Context: an optimization exercise on an open-source flow, tuned for small area, a short achievable clock period and few clock cycles per item. The choices shown serve that exercise and are no tape-out recipe. Where RTL was checked, it was by simulation tests only, not by an equivalence proof against the original. For runs 1 to 3, only the layout was checked, not whether the RTL still works.

## flow/design.v (module list and top-level ports; edited modules follow where they fit)
// module milestone1: 169 lines
// module m1_engine: 932 lines
// module m1_filter: 235 lines
module milestone1 (
    input  logic        CLOCK_50_I,
    input  logic        resetn,
    input  logic        M1_start,
    input  logic [15:0] SRAM_read_data,
    output logic [15:0] SRAM_write_data,
    output logic [17:0] SRAM_address,
    output logic        SRAM_we_n,
    output logic        M1_done
);
  // ...
==> flow/run.sh <==
#!/bin/bash
# synth_recipe.tcl (not shown) runs the flow's synth.tcl, then flattens the netlist and writes it again
# the make line also repeats each setting of config.mk as NAME=value (left out here)
make -C /OpenROAD-flow-scripts/flow DESIGN_CONFIG=/design/flow/config.mk WORK_HOME=/design/flow/orfs CLKGATE_MAP_FILE= SYNTH_SCRIPT=/design/flow/synth_recipe.tcl finish
==> flow/config.mk <==
export PLATFORM = sky130hd
export DESIGN_NAME = milestone1
export DESIGN_NICKNAME = milestone1
export VERILOG_FILES = /design/flow/design.v
export SDC_FILE = /design/flow/constraint.sdc
export NUM_CORES = 4
export LEC_CHECK = 0
export CAP_MARGIN = 20
export CORE_MARGIN = 2
export CORE_UTILIZATION = 40
export SETUP_SLACK_MARGIN = 5
export SLEW_MARGIN = 20
==> flow/constraint.sdc <==
create_clock -name core_clock -period 10.5 [get_ports {CLOCK_50_I}]
set_input_delay 2.1000 -clock core_clock [delete_from_list [all_inputs] [get_ports {CLOCK_50_I}]]
set_output_delay 2.1000 -clock core_clock [all_outputs]
set_load 0.01 [all_outputs]
==> summary.md, run 1 <==
| Metric | Value |
|---|---|
| CTS Hold Buffers Added | `0` |
| Area of the core | `58910 µm²` |
| CTS tree | `done` |
| Fraction of synthesized cell area in xor and xnor cells | `0.04350` |
| Commonest non-fill, non-tap cell in the layout | `inv_1` |
| Starting Density | `0.4033` |
| Clock skew | `39.25 ps` |
| Gr busiest metal | `met2` |
| Worst path top cell family by delay | `adder cells` |
| First-pass GRT wire length | `103700 µm` |
| Die width | `247.7 µm` |
| Pre-CTS setup slack | `3469 ps` |
| Tap cells | `773` |
| Post-DP Area | `25330 µm²` |
| Num sequential | `293` |
| Synth Warn # | `3` |
| Synth area leader | `fa_1` |
| Metal3 WL | `3437 µm` |
| Final Instance Area | `28300 µm²` |
| Num ports | `55` |
| Count of plain and timing-repair buffers | `221` |
| Vias/cell | `5.279` |
| Clock buf/inv share | `0.03740` |
| Hold Crit Depth | `0` |
| Clk pin slew, worst setup/hold paths | `80 ps` |
| Status | `finished clean` |
| Most frequent cells after synthesis | `inv_1 (400), fa_1 (235), ha_1 (192), edfxtp_1 (154), nor2_1 (143)` |
| #FFs+latches synth | `293` |
| Placer Congestion | `0.9176` |
| Tcrit/Tclk final | `0.5478` |
| Setup WS post-layout | `4748 ps` |
==> inputs of run 2 (changes only) <==
--- a/flow/config.mk
+++ b/flow/config.mk
@@ -10,3 +10,5 @@
 export CORE_UTILIZATION = 40
 export SETUP_SLACK_MARGIN = 5
 export SLEW_MARGIN = 20
+export SYNTH_HIERARCHICAL = 1
+export SYNTH_MINIMUM_KEEP_SIZE = 0
==> summary.md, run 2 <==
| Metric | Value |
|---|---|
| DRC violation count after routing | `0 (unchanged)` |
| Area of the core | `60250 µm² (was 58910 µm²)` |
| Top flop regs | `us: 56 flops, vs: 56 flops (unchanged)` |
| Clock latency on the worst-skew pair | `580 ps (was 610 ps)` |
| Post-DP Area | `25670 µm² (was 25330 µm²)` |
| Clock skew | `8.589 ps (was 39.25 ps)` |
| Tightest Pin Transition | `1056 ps (was 1110 ps)` |
| Crit end category | `flip-flop (unchanged)` |
| CP bufs+invs | `4 (was 6)` |
| Metal3 WL | `3848 µm (was 3437 µm)` |
| CP max stage cell | `fa_2 (was fa_1)` |
| First-pass GRT wire length | `101200 µm (was 103700 µm)` |
| Post-synth EDFFs | `154 (unchanged)` |
| Synth unique cells | `91 (was 76)` |
| Gr ovfl total | `0 (unchanged)` |
| Vias | `17210 (was 17520)` |
| Most frequent cells in the layout | `inv_1 (396), fa_1 (234), ha_1 (173), edfxtp_1 (154), a21oi_1 (113) (was inv_1 (374), fa_1 (232), ha_1 (181), edfxtp_1 (154), nor2_1 (142))` |
| Syn Area/Cell | `10.27 µm² (was 10.19 µm²)` |
| DR top layer | `met5 (unchanged)` |
| RSZ-0062 raised after global routing | `true (unchanged)` |
| Fmax | `181.8 MHz (was 173.9 MHz)` |
| Starting Density | `0.4043 (was 0.4033)` |
| Syn_nets | `2828 (was 2778)` |
| Routed WL | `65030 µm (was 65690 µm)` |
| Post-route ant nets | `0 (unchanged)` |
| Hold WS | `446.7 ps (was 446.0 ps)` |
| Clk sinks | `293 (unchanged)` |
| Post-DP HPWL | `48470 µm (was 48650 µm)` |
| Final Hold Violating Endpoints | `0 (unchanged)` |
| Pins Over Slew Limit | `0 (unchanged)` |
| Final #Nets | `2936 (was 2966)` |
| Row cnt | `90 (was 89)` |
| Final Instance Area | `28390 µm² (was 28300 µm²)` |
| Synth top area cells | `fa_1 (20%), edfxtp_1 (19%), ha_1 (9.9%) (was fa_1 (20%), edfxtp_1 (19%), ha_1 (10%))` |
| Max FO, Critical Path | `11 (was 8)` |
| GRT Util Overall | `0.2075 (was 0.2172)` |
| Non-filler cells, final | `3286 (was 3318)` |
| Slew headroom | `0.2961 (was 0.2587)` |
| #FFs+latches synth | `293 (unchanged)` |
| Clk pin slew, worst setup/hold paths | `60 ps (was 80 ps)` |
| Startpoint Class | `flip-flop (unchanged)` |
| Die area | `62880 µm² (was 61360 µm²)` |
| Largest net degree at the start of global routing | `80 (was 83)` |
| Max-cap viol count | `0 (unchanged)` |
| Req. time, crit path | `10950 ps (was 11000 ps)` |
| Synth top area share | `0.2022 (was 0.1980)` |
| Post-synth ARST share | `0.09215 (unchanged)` |
| Top_reg_cell synth | `edfxtp_1 (unchanged)` |
| Hold/Removal Path Class | `flip-flop to flip-flop (unchanged)` |
| Min Tclk post-route | `5500 ps (was 5752 ps)` |
| H-tree Lvls | `1 (unchanged)` |
| Commonest non-fill, non-tap cell in the layout | `inv_1 (unchanged)` |
| Status | `finished clean (unchanged)` |
| Die Y | `250.8 µm (was 247.7 µm)` |
| CTS max path bufs | `3 (unchanged)` |
| Synth Warn # | `9 (was 3)` |
| Iteration-0 DRC Markers | `1083 (was 1300)` |
| Clk Tree Root Cell | `clkbuf_16 (unchanged)` |
| Met1 WL | `28820 µm (was 30000 µm)` |
| Placer Congestion | `0.9168 (was 0.9176)` |
| Most frequent cells after synthesis | `inv_1 (429), fa_1 (246), ha_1 (192), edfxtp_1 (154), a21oi_1 (136) (was inv_1 (400), fa_1 (235), ha_1 (192), edfxtp_1 (154), nor2_1 (143))` |
| Worst path top cell family by delay | `adder cells (unchanged)` |
| Crit path DAT | `5950 ps (was 6250 ps)` |
| Tcrit/Tclk final | `0.5238 (was 0.5478)` |
| CTS tree | `done (unchanged)` |
| Num ports | `55 (unchanged)` |
| Critical-path cell list | `buf_8 -> buf_12 -> mux2_4 -> buf_4 -> fa_2 -> a21o_1 -> o21ai_0 -> fa_1 -> fa_1 -> inv_1 -> ha_4 -> a21o_1 -> a21oi_2 -> o211ai_1 -> a31o_2 -> nor4b_4 -> nor4bb_1 -> or2_4 -> o21ai_4 -> mux2i_1 -> nand2_1 -> o21ai_1 (was mux2i_4 -> clkinvlp_4 -> buf_6 -> fa_1 -> inv_1 -> fa_1 -> fa_1 -> fa_1 -> inv_1 -> ha_1 -> and4_1 -> a221oi_4 -> o22ai_4 -> buf_6 -> buf_6 -> a211oi_4 -> a211oi_4 -> or4_4 -> a221o_1)` |
| Synth area leader | `fa_1 (unchanged)` |
| Setup violations, final | `0 (unchanged)` |
| Filler cells | `5488 (was 5278)` |
| IO Port Bufs | `54 (unchanged)` |
| TNS Setup | `0 ps (unchanged)` |
| Area Growth Syn to Fin | `16.58% (was 19.13%)` |
| CTS buffer count | `30 (was 31)` |
| Top-count cell post-synth | `inv_1 (unchanged)` |
| Drt first pass iters | `5 (unchanged)` |
| Initial antenna violation count | `3 (was 4)` |
| Final cell utilization of the core | `0.4713 (was 0.4804)` |
| Vias in the first global route | `17540 (was 18240)` |
| Die width | `250.8 µm (was 247.7 µm)` |
| Worst path max stage delay | `620 ps (was 530 ps)` |
| Critical path class | `flip-flop to flip-flop (unchanged)` |
| Post-Syn Area | `24350 µm² (was 23760 µm²)` |
| Vias/cell | `5.237 (was 5.279)` |
| Avg WL per Cell | `19.79 µm (was 19.80 µm)` |
| Sequential-to-total area share from yosys stat | `0.3098 (was 0.3176)` |
| CTS Hold Buffers Added | `0 (unchanged)` |
| Post-synthesis cell count | `2371 (was 2332)` |
| Share of cells above drive strength 1 | `0.1586 (was 0.1583)` |
| Met2 WL | `30490 µm (was 30690 µm)` |
| Placed cells | `3114 (was 3116)` |
-- run 2: changes by cell type after synthesis, sizes merged, moves of 15 or more --
cell	before	now
inv	400	429
xor2	25	40
buf	16	73
nand2	135	111
mux2i	80	100
a211oi	10	28
xnor2	93	75
nor2	143	110
clkbuf	51	36
-- run 2: cells by family (layout without fill, tap and decap cells) --
group / after synthesis / after routing / share of synthesized area
AOI/OAI and AO/OA: 432 / 432 / 0.1136
xor gates and xnor gates: 115 / 115 / 0.04136
buffers and inverters: 538 / 670 / 0.09186
and+or+nand+nor: 429 / 429 / 0.08949
DFF: 293 / 293 / 0.3098
adders and majority gates: 439 / 439 / 0.3013
other: 0 / 1 / 0
muxes: 125 / 125 / 0.05266
-- run 2: timing repair --
item,CTS,global route
gates resized for setup,93,94
pin swaps,27,55
buffers inserted,78,33
cloned,4,0
endpoints found under the setup margin,24,24
-- run 2: worst paths after layout --
| check | from | to | slack, ps | cells past startpoint |
|---|---|---|---|---|
| max in group asynchronous | resetn | SRAM_we_n | 8300 | 2 |
| min in group asynchronous | resetn | M1_done | 1900 | 2 |
| hold reg to reg | us[6][4] | us[4][4] | 450 | 0 |
| setup / recovery | even_px | SRAM_write_data[7] | 5000 | 22 |
| hold / removal | us[6][4] | us[4][4] | 450 | 0 |
| setup reg to reg | even_px | SRAM_write_data[7] | 5000 | 22 |
-- run 2: modules after synthesis, one instance, submodules excluded --
module      cells  cell area (µm²)
m1_engine     843             8020
m1_filter     238             2195
milestone1   1290            14140
-- run 2: worst register-to-register path: cells and delay by family, from the launching register on --
family	cells	cell delay, ps
adders and majority gates	4	1870
AOI/OAI and AO/OA	8	1370
and+or+nand+nor	4	760
buffers and inverters	4	520
muxes	2	440
DFF	1	410
-- run 2: routing by layer --
layer / GRT usage / vias to the layer above
met5: 0 / -
met3: 0.04111 / 103
met2: 0.3415 / 451
met1: 0.2813 / 8561
met4: 0.05150 / 4
li1: - / 8089
-- run 2: area by class of cell --
type / count / area (µm²) / area share
clock buffers: 38 / 780.7 / 0.02750
repair buffers: 185 / 1812 / 0.06381
diodes: 1 / 2.502 / 0.00008813
clock inverters: 18 / 137.6 / 0.004847
flip-flops and latches: 293 / 7560 / 0.2662
inverters: 429 / 1678 / 0.05909
multi-input cells: 1540 / 15440 / 0.5440
well taps: 782 / 978.4 / 0.03446
-- run 2: metrics by stage --
| stage | setup slack (ps) |
|---|---|
| finish | 5000 |
| detailed placement | 3588 |
| CTS | 4973 |
| floorplan | 4942 |
| global route | 4814 |
| global placement | 3609 |
==> module milestone1, before the edit <==
module milestone1 (
    input  logic        CLOCK_50_I,
    input  logic        resetn,
    input  logic        M1_start,
    input  logic [15:0] SRAM_read_data,
    output logic [15:0] SRAM_write_data,
    output logic [17:0] SRAM_address,
    output logic        SRAM_we_n,
    output logic        M1_done
);
localparam logic [17:0] U_BASE   = 18'd38400;
localparam logic [17:0] V_BASE   = 18'd57600;
localparam logic [17:0] RGB_BASE = 18'd146944;
logic        run;          
logic        pro_n;        
logic [2:0]  pro;          
logic        first;        
logic [4:0]  ph;           
logic [7:0]  jc;           
logic [14:0] cw;           
logic [15:0] yc;           
logic [17:0] wa;           
wire odd_slot = jc[0];
logic [7:0] us [0:6];
logic [7:0] vs [0:6];
logic [15:0] yw;                    
always_ff @(posedge CLOCK_50_I) begin
    if (run && ph[2]) begin
        if (!odd_slot) begin
            us[0] <= us[2]; us[1] <= us[3]; us[2] <= us[4]; us[3] <= us[5]; us[4] <= us[6];
            us[5] <= SRAM_read_data[15:8]; us[6] <= SRAM_read_data[7:0];
        end else begin
            vs[0] <= vs[2]; vs[1] <= vs[3]; vs[2] <= vs[4]; vs[3] <= vs[5]; vs[4] <= vs[6];
            vs[5] <= SRAM_read_data[15:8]; vs[6] <= SRAM_read_data[7:0];
        end
    end
    if (ph[1]) yw <= SRAM_read_data;
end
logic use_v;                        
logic c_j0, c_j1, c_j157, c_j158, c_j159, c_odd;    
always_ff @(posedge CLOCK_50_I) begin
    use_v  <= ph[2];
    c_j0   <= (jc == 8'd0);
    c_j1   <= (jc == 8'd1);
    c_j157 <= (jc == 8'd157);
    c_j158 <= (jc == 8'd158);
    c_j159 <= (jc == 8'd159);
    c_odd  <= jc[0];
end
wire [7:0] S0 = use_v ? vs[0] : us[0];
wire [7:0] S1 = use_v ? vs[1] : us[1];
wire [7:0] S2 = use_v ? vs[2] : us[2];
wire [7:0] S3 = use_v ? vs[3] : us[3];
wire [7:0] S4 = use_v ? vs[4] : us[4];
wire [7:0] S5 = use_v ? vs[5] : us[5];
wire [7:0] S6 = use_v ? vs[6] : us[6];
logic [7:0] x0, x1, x2, x3, x4, x5;
always_comb begin
    if (c_j0)        begin x0 = S3; x1 = S3; x2 = S3; x3 = S4; x4 = S5; x5 = S6; end
    else if (c_j1)   begin x0 = S1; x1 = S1; x2 = S2; x3 = S3; x4 = S4; x5 = S5; end
    else if (c_j157) begin x0 = S0; x1 = S1; x2 = S2; x3 = S3; x4 = S4; x5 = S4; end
    else if (c_j158) begin x0 = S1; x1 = S2; x2 = S3; x3 = S4; x4 = S4; x5 = S4; end
    else if (c_j159) begin x0 = S0; x1 = S1; x2 = S2; x3 = S2; x4 = S2; x5 = S2; end
    else if (c_odd)  begin x0 = S0; x1 = S1; x2 = S2; x3 = S3; x4 = S4; x5 = S5; end
    else             begin x0 = S1; x1 = S2; x2 = S3; x3 = S4; x4 = S5; x5 = S6; end
end
logic [8:0] a1, a2, a3;
always_ff @(posedge CLOCK_50_I) begin
    a1 <= x0 + x5;
    a2 <= x1 + x4;
    a3 <= x2 + x3;
end
wire [8:0] fw;                      
m1_filter u_filter (.a1(a1), .a2(a2), .a3(a3), .fs(fw));
logic [8:0] uo, vo;                 
always_ff @(posedge CLOCK_50_I) begin
    if (ph[3]) uo <= fw;
    if (ph[4]) vo <= fw;
end
logic even_px;                      
always_ff @(posedge CLOCK_50_I) even_px <= ph[1];
wire [7:0] ue = c_odd ? us[2] : us[3];    
wire [7:0] ve = c_odd ? vs[4] : vs[3];    
wire [7:0] py = even_px ? yw[15:8] : yw[7:0];
wire [8:0] pu = even_px ? {ue[7], ~ue[7], ue[6:0]} : uo;    
wire [8:0] pv = even_px ? {ve[7], ~ve[7], ve[6:0]} : vo;    
wire ku = ~pu[8] & ~pu[7];
wire kv = ~pv[8] & ~pv[7];
wire [10:0] tr, tg, tb;             
m1_engine u_engine (.py(py), .pu(pu), .pv(pv), .tr(tr), .tg(tg), .tb(tb));
function automatic [7:0] clip(input [10:0] t, input kill);
    clip = {8{~kill & t[10]}} & ({8{t[9] | t[8]}} | t[7:0]);
endfunction
wire [7:0] cr = clip(tr, kv);
wire [7:0] cg = clip(tg, ku | kv);
wire [7:0] cb = clip(tb, ku);
logic [7:0] b0;
always_ff @(posedge CLOCK_50_I) begin
    if (ph[2]) b0 <= cb;
    if (ph[2])      SRAM_write_data <= {cr, cg};
    else if (ph[0]) SRAM_write_data <= {b0, cr};
    else            SRAM_write_data <= {cg, cb};
end
wire writing = run & pro_n;
always_ff @(posedge CLOCK_50_I) begin
    if (!run) begin
        pro <= 3'd3;
        first <= 1'b1;
        jc <= 8'd156;
        cw <= 15'd0;
        yc <= 16'd0;
        wa <= RGB_BASE;
    end else begin
        if ((ph[0] || ph[1]) && writing && !first) wa <= wa + 18'd1;
        if (ph[2] && writing) wa <= wa + 18'd1;
        if (ph[3] && (writing || pro == 3'd0)) yc <= yc + 16'd1;
        if (ph[4]) begin
            jc <= (jc == 8'd159) ? 8'd0 : jc + 8'd1;
            if (!jc[0]) cw <= cw + 15'd1;          
            if (!pro_n) pro <= pro - 3'd1;
            else first <= 1'b0;
        end
    end
end
always_ff @(posedge CLOCK_50_I or negedge resetn) begin
    if (!resetn) begin
        run <= 1'b0;
        pro_n <= 1'b0;
        ph <= 5'b00001;
        SRAM_address <= 18'd0;
        SRAM_we_n <= 1'b1;
        M1_done <= 1'b0;
    end else if (!run) begin
        if (M1_start && !M1_done) begin
            run <= 1'b1;
            pro_n <= 1'b0;
            ph <= 5'b00001;
            SRAM_address <= U_BASE;
        end
        SRAM_we_n <= 1'b1;
    end else begin
        ph <= {ph[3:0], ph[4]};
        if (ph[0] || ph[1]) begin                  
            SRAM_address <= wa;
            SRAM_we_n <= !(writing && !first);
        end
        if (ph[2]) begin                           
            SRAM_address <= wa;
            if (!first && wa == 18'd0) begin
                run <= 1'b0;
                M1_done <= 1'b1;
                SRAM_we_n <= 1'b1;
            end else begin
                SRAM_we_n <= !writing;
            end
        end
        if (ph[3]) begin                           
            SRAM_address <= {2'd0, yc};
            SRAM_we_n <= 1'b1;
        end
        if (ph[4]) begin                           
            SRAM_we_n <= 1'b1;
            if (jc[0]) SRAM_address <= U_BASE + {3'd0, cw};      
            else       SRAM_address <= V_BASE + {3'd0, cw};      
            if (!pro_n && pro == 3'd0) pro_n <= 1'b1;
        end
    end
end
endmodule
==> inputs of run 3 (changes only) <==
--- a/flow/design.v
+++ b/flow/design.v
@@ -25,7 +25,6 @@
 wire odd_slot = jc[0];
 logic [7:0] us [0:6];
 logic [7:0] vs [0:6];
-logic [15:0] yw;                    
 always_ff @(posedge CLOCK_50_I) begin
     if (run && ph[2]) begin
         if (!odd_slot) begin
@@ -36,7 +35,6 @@
             vs[5] <= SRAM_read_data[15:8]; vs[6] <= SRAM_read_data[7:0];
         end
     end
-    if (ph[1]) yw <= SRAM_read_data;
 end
 logic use_v;                        
 logic c_j0, c_j1, c_j157, c_j158, c_j159, c_odd;    
@@ -74,18 +72,26 @@
 end
 wire [8:0] fw;                      
 m1_filter u_filter (.a1(a1), .a2(a2), .a3(a3), .fs(fw));
-logic [8:0] uo, vo;                 
-always_ff @(posedge CLOCK_50_I) begin
-    if (ph[3]) uo <= fw;
-    if (ph[4]) vo <= fw;
-end
-logic even_px;                      
-always_ff @(posedge CLOCK_50_I) even_px <= ph[1];
+logic [7:0] op_y, ylo;
+logic [8:0] op_u, op_v;             
 wire [7:0] ue = c_odd ? us[2] : us[3];    
 wire [7:0] ve = c_odd ? vs[4] : vs[3];    
-wire [7:0] py = even_px ? yw[15:8] : yw[7:0];
-wire [8:0] pu = even_px ? {ue[7], ~ue[7], ue[6:0]} : uo;    
-wire [8:0] pv = even_px ? {ve[7], ~ve[7], ve[6:0]} : vo;    
+always_ff @(posedge CLOCK_50_I) begin
+    if (ph[1]) begin
+        op_y <= SRAM_read_data[15:8];
+        ylo  <= SRAM_read_data[7:0];
+        op_u <= {ue[7], ~ue[7], ue[6:0]};
+        op_v <= {ve[7], ~ve[7], ve[6:0]};
+    end
+    if (ph[3]) op_u <= fw;
+    if (ph[4]) begin
+        op_y <= ylo;
+        op_v <= fw;
+    end
+end
+wire [7:0] py = op_y;
+wire [8:0] pu = op_u;
+wire [8:0] pv = op_v;
 wire ku = ~pu[8] & ~pu[7];
 wire kv = ~pv[8] & ~pv[7];
 wire [10:0] tr, tg, tb;             
==> summary.md, run 3 <==
| Metric | Value |
|---|---|
| Synth top area share | `0.2023 (was 0.2022)` |
| Top_reg_cell synth | `edfxtp_1 (unchanged)` |
| Post-synthesis cell count | `2393 (was 2371)` |
| Post-DP HPWL | `47560 µm (was 48470 µm)` |
| Iteration-0 DRC Markers | `1176 (was 1083)` |
| Worst path max stage delay | `560 ps (was 620 ps)` |
| Syn Area/Cell | `10.17 µm² (was 10.27 µm²)` |
| Drt first pass iters | `5 (unchanged)` |
| GRT Util Overall | `0.2050 (was 0.2075)` |
| Worst path top cell family by delay | `adder cells (unchanged)` |
| Synth Warn # | `9 (unchanged)` |
| Pins Over Slew Limit | `0 (unchanged)` |
| Fmax | `187.8 MHz (was 181.8 MHz)` |
| Min Tclk post-route | `5325 ps (was 5500 ps)` |
| Sequential-to-total area share from yosys stat | `0.3091 (was 0.3098)` |
| Post-route ant nets | `0 (unchanged)` |
| Largest net degree at the start of global routing | `81 (was 80)` |
| Synth area leader | `fa_1 (unchanged)` |
| Vias | `16950 (was 17210)` |
| #FFs+latches synth | `292 (was 293)` |
| Vias in the first global route | `17470 (was 17540)` |
| Synth top area cells | `fa_1 (20%), edfxtp_1 (19%), ha_1 (9.9%) (unchanged)` |
| Starting Density | `0.4041 (was 0.4043)` |
| Clock skew | `29.02 ps (was 8.589 ps)` |
| Final #Nets | `2912 (was 2936)` |
| Top flop regs | `us: 56 flops, vs: 56 flops (unchanged)` |
| Avg WL per Cell | `19.35 µm (was 19.79 µm)` |
| DRC violation count after routing | `0 (unchanged)` |
| Clk sinks | `292 (was 293)` |
| CTS tree | `done (unchanged)` |
| Post-Syn Area | `24340 µm² (was 24350 µm²)` |
| Routed WL | `63110 µm (was 65030 µm)` |
| Post-synth ARST share | `0.09247 (was 0.09215)` |
| Placer Congestion | `0.9722 (was 0.9168)` |
| CP bufs+invs | `4 (unchanged)` |
| Hold WS | `426.4 ps (was 446.7 ps)` |
| Gr ovfl total | `0 (unchanged)` |
| Critical path class | `flip-flop to flip-flop (unchanged)` |
| Clk pin slew, worst setup/hold paths | `80 ps (was 60 ps)` |
| Row cnt | `90 (unchanged)` |
| Status | `finished clean (unchanged)` |
| Commonest non-fill, non-tap cell in the layout | `inv_1 (unchanged)` |
| N_diodes | `0 (was 1)` |
| CP max stage cell | `fa_1 (was fa_2)` |
| Die width | `250.7 µm (was 250.8 µm)` |
| Critical-path cell list | `inv_1 -> fa_1 -> inv_1 -> fa_1 -> inv_1 -> fa_1 -> fa_1 -> inv_1 -> ha_4 -> a21o_1 -> a21o_1 -> a21oi_1 -> o21ai_0 -> a31oi_2 -> o22ai_1 -> o311a_1 -> or2_4 -> o21ai_1 -> nor2_1 -> a21oi_1 -> o21ai_0 (was buf_8 -> buf_12 -> mux2_4 -> buf_4 -> fa_2 -> a21o_1 -> o21ai_0 -> fa_1 -> fa_1 -> inv_1 -> ha_4 -> a21o_1 -> a21oi_2 -> o211ai_1 -> a31o_2 -> nor4b_4 -> nor4bb_1 -> or2_4 -> o21ai_4 -> mux2i_1 -> nand2_1 -> o21ai_1)` |
| Syn_nets | `2850 (was 2828)` |
| Crit end category | `flip-flop (unchanged)` |
| Setup violations, final | `0 (unchanged)` |
| Share of cells above drive strength 1 | `0.1097 (was 0.1586)` |
| Crit path DAT | `5760 ps (was 5950 ps)` |
| Post-synth EDFFs | `154 (unchanged)` |
| IO Port Bufs | `54 (unchanged)` |
| Initial antenna violation count | `0 (was 3)` |
| Area of the core | `60250 µm² (unchanged)` |
| Tightest Pin Transition | `1136 ps (was 1056 ps)` |
| Tcrit/Tclk final | `0.5071 (was 0.5238)` |
| Hold/Removal Path Class | `flip-flop to flip-flop (unchanged)` |
| CTS max path bufs | `3 (unchanged)` |
| Vias/cell | `5.198 (was 5.237)` |
| H-tree Lvls | `2 (was 1)` |
| Synth unique cells | `90 (was 91)` |
| Top-count cell post-synth | `inv_1 (unchanged)` |
| Max-cap viol count | `0 (unchanged)` |
| Clk Tree Root Cell | `clkbuf_16 (unchanged)` |
| Req. time, crit path | `10930 ps (was 10950 ps)` |
| TNS Setup | `0 ps (unchanged)` |
| Slew headroom | `0.2414 (was 0.2961)` |
| CTS buffer count | `35 (was 30)` |
| Clock latency on the worst-skew pair | `580 ps (about the same)` |
| Num ports | `55 (unchanged)` |
| Die area | `62850 µm² (was 62880 µm²)` |
| Most frequent cells in the layout | `inv_1 (419), fa_1 (244), ha_1 (184), nand2_1 (155), edfxtp_1 (154) (was inv_1 (396), fa_1 (234), ha_1 (173), edfxtp_1 (154), a21oi_1 (113))` |
| Most frequent cells after synthesis | `inv_1 (432), fa_1 (246), ha_1 (192), nand2_1 (155), edfxtp_1 (154) (was inv_1 (429), fa_1 (246), ha_1 (192), edfxtp_1 (154), a21oi_1 (136))` |
| First-pass GRT wire length | `99390 µm (was 101200 µm)` |
| RSZ-0062 raised after global routing | `true (unchanged)` |
| Final Hold Violating Endpoints | `0 (unchanged)` |
| Die Y | `250.7 µm (was 250.8 µm)` |
| Startpoint Class | `flip-flop (unchanged)` |
| Max FO, Critical Path | `8 (was 11)` |
| Area Growth Syn to Fin | `12.25% (was 16.58%)` |
==> run 3: cell count changes in the layout (fill, tap and decap cells not counted), moves of 13 or more <==
cell / previous run / this run
a21oi_1: 113 / 131
nor2_1: 106 / 89
mux2i_1: 86 / 73
o21ai_2: 20 / 7
o21ai_0: 74 / 115
mux2_2: 17 / 43
a21oi_4: 16 / 1
inv_1: 396 / 419
nand2_1: 106 / 155
o21a_1: 15 / 31
o21ai_1: 23 / 5
buf_4: 104 / 77
==> run 3: area by class of cell <==
| class | instances | area, µm² |
|---|---|---|
| Clock inverter | 15 | 175.2 |
| Timing Repair Buffer | 138 | 1227 |
| Sequential cell | 292 | 7531 |
| Tap cell | 782 | 978.4 |
| Multi-Input combinational cell | 1555 | 14790 |
| Inverter | 433 | 1665 |
| Fill cell | 5644 | 32920 |
| Clock buffer | 46 | 960.9 |
==> run 3: path summary, 6_finish.rpt <==
path / depth (start not counted) / slack (ps) / startpoint / end
worst max-delay path: 21 / 5180 / op_v[2] / SRAM_write_data[9]
worst min-delay path: 0 / 430 / vs[5][0] / vs[3][0]
worst max register to register: 21 / 5180 / op_v[2] / SRAM_write_data[9]
worst min register to register: 0 / 430 / vs[5][0] / vs[3][0]
max in group asynchronous: 2 / 8280 / resetn / ph[0]
min in group asynchronous: 2 / 1900 / resetn / SRAM_address[8]
==> run 3: logic make-up (layout without fill, tap and decap cells) <==
logic type	count (synthesis)	count (layout)	synth area share
simple gates	459	459	0.09360
buf+inv	546	632	0.09252
compound gates	423	423	0.1110
flops	292	292	0.3091
mux	116	116	0.04991
xor+xnor	118	118	0.04245
fa+ha+maj	439	439	0.3014
==> run 3: timing repair <==
| action | in CTS | in global routing |
|---|---|---|
| buffers inserted | 41 | 25 |
| cloned | 0 | 0 |
| hold buffers | 0 | 0 |
| setup endpoints to repair | 24 | 24 |
| resized for setup | 11 | 44 |
| pin swaps | 1 | 11 |
==> run 3: per-layer routing <==
layer / routed length, µm / up-vias / track usage
li1: - / 8021 / -
met1: 28450 / 8386 / 0.2753
met2: 29700 / 411 / 0.3426
met3: 2836 / 132 / 0.02733
met4: 2115 / 0 / 0.06707
met5: 0 / - / 0
==> run 3: through the flow <==
stage                     cell area [µm²]    util  instances  setup WS, ps
after detailed placement            25430  0.4222       3134          4387
after global routing                27330  0.4536       3261          4972
final                               27330  0.4536       3261          5175
after global placement              25430  0.4222       3134          4531
after CTS                           26950  0.4473       3236          5003
after floorplan                     24390       -       2393          5001
==> run 3: modules after synthesis (local to each module, per instance) <==
module / cells inside / cell area, µm² / flops+latches / times used
milestone1: 1295 / 14080 / 292 / 1
m1_engine: 860 / 8073 / 0 / 1
m1_filter: 238 / 2193 / 0 / 1
==> inputs of run 4 (changes only) <==
--- a/flow/design.v
+++ b/flow/design.v
@@ -15,11 +15,9 @@
 localparam logic [17:0] RGB_BASE = 18'd146944;
 logic        run;          
 logic        pro_n;        
-logic [2:0]  pro;          
-logic        first;        
+logic        wr12;         
 logic [4:0]  ph;           
 logic [7:0]  jc;           
-logic [14:0] cw;           
 logic [15:0] yc;           
 logic [17:0] wa;           
 wire odd_slot = jc[0];
@@ -110,23 +108,21 @@
     else            SRAM_write_data <= {cg, cb};
 end
 wire writing = run & pro_n;
+wire [15:0] yc3 = yc + 16'd3;
+wire [14:0] cw = yc3[15:1];
 always_ff @(posedge CLOCK_50_I) begin
     if (!run) begin
-        pro <= 3'd3;
-        first <= 1'b1;
+        wr12 <= 1'b0;
         jc <= 8'd156;
-        cw <= 15'd0;
-        yc <= 16'd0;
+        yc <= 16'hFFFD;
         wa <= RGB_BASE;
     end else begin
-        if ((ph[0] || ph[1]) && writing && !first) wa <= wa + 18'd1;
+        if ((ph[0] || ph[1]) && wr12) wa <= wa + 18'd1;
         if (ph[2] && writing) wa <= wa + 18'd1;
-        if (ph[3] && (writing || pro == 3'd0)) yc <= yc + 16'd1;
+        if (ph[3]) yc <= yc + 16'd1;
         if (ph[4]) begin
-            jc <= (jc == 8'd159) ? 8'd0 : jc + 8'd1;
-            if (!jc[0]) cw <= cw + 15'd1;          
-            if (!pro_n) pro <= pro - 3'd1;
-            else first <= 1'b0;
+            jc <= c_j159 ? 8'd0 : jc + 8'd1;
+            wr12 <= pro_n;
         end
     end
 end
@@ -150,11 +146,11 @@
         ph <= {ph[3:0], ph[4]};
         if (ph[0] || ph[1]) begin                  
             SRAM_address <= wa;
-            SRAM_we_n <= !(writing && !first);
+            SRAM_we_n <= !wr12;
         end
         if (ph[2]) begin                           
             SRAM_address <= wa;
-            if (!first && wa == 18'd0) begin
+            if (wr12 && wa == 18'd0) begin
                 run <= 1'b0;
                 M1_done <= 1'b1;
                 SRAM_we_n <= 1'b1;
@@ -170,7 +166,7 @@
             SRAM_we_n <= 1'b1;
             if (jc[0]) SRAM_address <= U_BASE + {3'd0, cw};      
             else       SRAM_address <= V_BASE + {3'd0, cw};      
-            if (!pro_n && pro == 3'd0) pro_n <= 1'b1;
+            if (c_j159) pro_n <= 1'b1;
         end
     end
 end
==> summary.md, run 4 <==
| Metric | Value |
|---|---|
| Synth area leader | `fa_1 (unchanged)` |
| Die area | `61250 µm² (was 62850 µm²)` |
| First-pass GRT wire length | `97980 µm (was 99390 µm)` |
| Syn Area/Cell | `10.07 µm² (was 10.17 µm²)` |
| Iteration-0 DRC Markers | `1178 (was 1176)` |
| Clock latency on the worst-skew pair | `600 ps (was 580 ps)` |
| Synth unique cells | `86 (was 90)` |
| Row cnt | `89 (was 90)` |
| Most frequent cells in the layout | `inv_1 (444), fa_1 (244), ha_1 (187), edfxtp_1 (154), o21ai_0 (131) (was inv_1 (419), fa_1 (244), ha_1 (184), nand2_1 (155), edfxtp_1 (154))` |
| Synth top area cells | `fa_1 (21%), edfxtp_1 (20%), ha_1 (10%) (was fa_1 (20%), edfxtp_1 (19%), ha_1 (9.9%))` |
| Slew headroom | `0.2720 (was 0.2414)` |
| Die Y | `247.5 µm (was 250.7 µm)` |
| Most frequent cells after synthesis | `inv_1 (453), fa_1 (246), ha_1 (189), edfxtp_1 (154), o21ai_0 (142) (was inv_1 (432), fa_1 (246), ha_1 (192), nand2_1 (155), edfxtp_1 (154))` |
| Post-route ant nets | `0 (unchanged)` |
| Post-synthesis cell count | `2354 (was 2393)` |
| H-tree Lvls | `1 (was 2)` |
| IO Port Bufs | `54 (unchanged)` |
| Reg area | `7174 µm² (was 7531 µm²)` |
| Worst r2r src | `op_u[8] (was op_v[2])` |
| CTS buffer count | `30 (was 35)` |
| Die width | `247.5 µm (was 250.7 µm)` |
| Clk sinks | `274 (was 292)` |
| Critical Path Source | `op_u[8] (was op_v[2])` |
| Post-Syn Area | `23710 µm² (was 24340 µm²)` |
| RSZ-0062 raised after global routing | `true (unchanged)` |
| Placed cells | `3077 (was 3134)` |
| Clk pin slew, worst setup/hold paths | `80 ps (about the same)` |
| Crit end category | `flip-flop (unchanged)` |
| Reg2reg end | `SRAM_write_data[1] (was SRAM_write_data[9])` |
| Hold/Removal Path Class | `flip-flop to flip-flop (unchanged)` |
| Clk Tree Root Cell | `clkbuf_16 (unchanged)` |
| Non-filler cells, final | `3181 (was 3261)` |
| CTS tree | `done (unchanged)` |
| Final Hold Violating Endpoints | `0 (unchanged)` |
| Largest net degree at the start of global routing | `68 (was 81)` |
| GRT Util Overall | `0.2064 (was 0.2050)` |
| Clock skew | `22.13 ps (was 29.02 ps)` |
| Pins Over Slew Limit | `0 (unchanged)` |
| Commonest non-fill, non-tap cell in the layout | `inv_1 (unchanged)` |
| Final #Nets | `2838 (was 2912)` |
| Sequential-to-total area share from yosys stat | `0.3021 (was 0.3091)` |
| Top_reg_cell synth | `edfxtp_1 (unchanged)` |
| Multi-input logic area | `14300 µm² (was 14790 µm²)` |
| Max FO, Critical Path | `8 (unchanged)` |
| Placer Congestion | `0.9434 (was 0.9722)` |
| Vias in the first global route | `17190 (was 17470)` |
| Hold Path Sink | `vs[3][5] (was vs[3][0])` |
| Drt first pass iters | `6 (was 5)` |
| #FFs+latches synth | `274 (was 292)` |
| Post-synth EDFFs | `154 (unchanged)` |
| CTS Hold Buffers Added | `0 (unchanged)` |
| Filler cells | `5658 (was 5644)` |
| Critical path class | `flip-flop to flip-flop (unchanged)` |
| Num ports | `55 (unchanged)` |
| Starting Density | `0.4033 (was 0.4041)` |
| Share of cells above drive strength 1 | `0.09136 (was 0.1097)` |
| Startpoint Class | `flip-flop (unchanged)` |
| Tightest Pin Transition | `1090 ps (was 1136 ps)` |
| DRC violation count after routing | `0 (unchanged)` |
| Synth Warn # | `9 (unchanged)` |
| Crit path DAT | `5750 ps (was 5760 ps)` |
| Routed WL | `61410 µm (was 63110 µm)` |
| Top-count cell post-synth | `inv_1 (unchanged)` |
| Hold Crit Depth | `0 (unchanged)` |
| R2r worst-path depth | `20 (was 21)` |
| TNS Setup | `0 ps (unchanged)` |
| Area Growth Syn to Fin | `10.47% (was 12.25%)` |
| Area of the core | `58800 µm² (was 60250 µm²)` |
| Post-synth ARST share | `0.09854 (was 0.09247)` |
| Flop-to-flop setup slack | `5200 ps (was 5180 ps)` |
| Min Tclk post-route | `5303 ps (was 5325 ps)` |
| N_diodes | `0 (unchanged)` |
| Status | `finished clean (unchanged)` |
| CTS max path bufs | `3 (unchanged)` |
| Top flop regs | `us: 56 flops, vs: 56 flops (unchanged)` |
| Syn_nets | `2808 (was 2850)` |
| Hold Startpoint | `vs[5][5] (was vs[5][0])` |
| Vias | `16480 (was 16950)` |
| Synth top area share | `0.2077 (was 0.2023)` |
| Max-cap viol count | `0 (unchanged)` |
| Req. time, crit path | `10950 ps (was 10930 ps)` |
| Post-DP HPWL | `46940 µm (was 47560 µm)` |
| Vias/cell | `5.180 (was 5.198)` |
| Gr ovfl total | `0 (unchanged)` |
| Fmax | `188.6 MHz (was 187.8 MHz)` |
| Setup violations, final | `0 (unchanged)` |
| Avg WL per Cell | `19.30 µm (was 19.35 µm)` |
| Initial antenna violation count | `2 (was 0)` |
| Tcrit/Tclk final | `0.5051 (was 0.5071)` |
run 4: changes by cell type in the layout (fill, tap and decap cells not counted), sizes merged, moves of 17 or more:
cell,previous run,this run
a21oi,137,119
and2,45,20
buf,84,65
dfxtp,111,93
inv,426,451
mux2,43,26
mux2i,73,93
nand2,156,114
nor2,91,109
o21a,33,11
o21ai,128,153
run 4: worst max-delay path by stage:
stage	endpoint
floorplan	SRAM_write_data[10]
global placement	SRAM_write_data[15]
detailed placement	SRAM_write_data[11]
CTS	SRAM_write_data[11]
global route	SRAM_write_data[1]
finish	SRAM_write_data[1]
run 4: critical path, stage by stage (launching register included):
cell and delay [ps]:
edfxtp_1 470, buf_4 190, buf_4 180, fa_1 450, fa_1 510, inv_1 60
fa_1 510, inv_1 50, ha_1 320, a21oi_1 140, o21ai_0 100, a21oi_1 330
a2111o_1 220, a21oi_1 70, a311o_1 290, o21ba_1 180, or2_2 320, o21ai_0 450
o21ai_0 150, nor2_1 110, a21oi_1 50
run 4: per-stage QoR:
stage	setup slack (ps)	instance area (µm²)	utilization	hold WS (ps)
5_1_grt	4987	26200	0.4455	451.1
3_5_place_dp	4261	24750	0.4209	428.5
4_1_cts	5055	26130	0.4444	442.8
6_report	5197	26200	0.4455	437.2
3_3_place_gp	4408	24750	0.4209	425.3
2_1_floorplan	5059	23730	-	384.8
run 4: Yosys stat by module, one instance, submodules excluded:
module	cells	flops+latches
m1_engine	856	0
m1_filter	238	0
milestone1	1260	274
run 4: final cells by class:
type / instances / share of cell area
flip-flops and latches: 274 / 0.2739
clock inverters: 15 / 0.005350
multi-input cells: 1505 / 0.5457
inverters: 454 / 0.06577
well taps: 773 / 0.03692
repair buffers: 119 / 0.03926
clock buffers: 41 / 0.03310
run 4: cell families after synthesis:
logic type / Yosys count / share of synthesized area
muxes: 119 / 0.05160
and+or+nand+nor: 408 / 0.08511
AOI/OAI and AO/OA: 438 / 0.1159
adders and majority gates: 436 / 0.3078
DFF: 274 / 0.3021
xor gates and xnor gates: 104 / 0.03873
buffers and inverters: 575 / 0.09867
run 4: metal layers:
layer,GRT usage,vias to the layer above,part of all wire
met5,0,-,0
met1,0.2841,8162,0.45
met3,0.03006,86,0.054
li1,-,7809,-
met4,0.05248,0,0.023
met2,0.3415,421,0.47
run 4: repair_timing:
action	4_1_cts	5_1_grt
buffers inserted	46	2
pin swaps	1	2
endpoints found under the setup margin	24	15
gates resized for setup	12	22
Testbench counts of run 4, summed over its fixed seeds: cycles 1,152,150, pixels 460,800.

## re-timing with driven ports
Ports are ideal in the flow. The routed layouts listed here were re-timed in OpenROAD. Step 1 sets driving cells, clkbuf_16 on the clock port and buf_2 on the other inputs (assumed; they add their load-dependent delay and slew). Step 2 times the ports against the registers' clock, not the clock port: input delays grow and output delays shrink by t, the midpoint of the rising clock arrivals with the driver on. a / b / c = ideal ports / drivers / drivers and shift; a / b = the first two.
| run | t, ns | setup WS [ns] | slew at the worst register clock pin (ns) | worst slew at a driven data input, ns |
|---|---|---|---|---|
| run 1 | 0.643 | 4.748 / 4.748 / 4.748 | 0.08 / 0.08 | 0.09 |
| run 2 | 0.629 | 5.000 / 5.000 / 5.000 | 0.06 / 0.06 | 0.09 |
| run 3 | 0.624 | 5.175 / 5.175 / 5.175 | 0.08 / 0.08 | 0.04 |
| run 4 | 0.643 | 5.197 / 5.197 / 5.197 | 0.08 / 0.08 | 0.03 |
After both steps setup and hold are still met in every run listed.
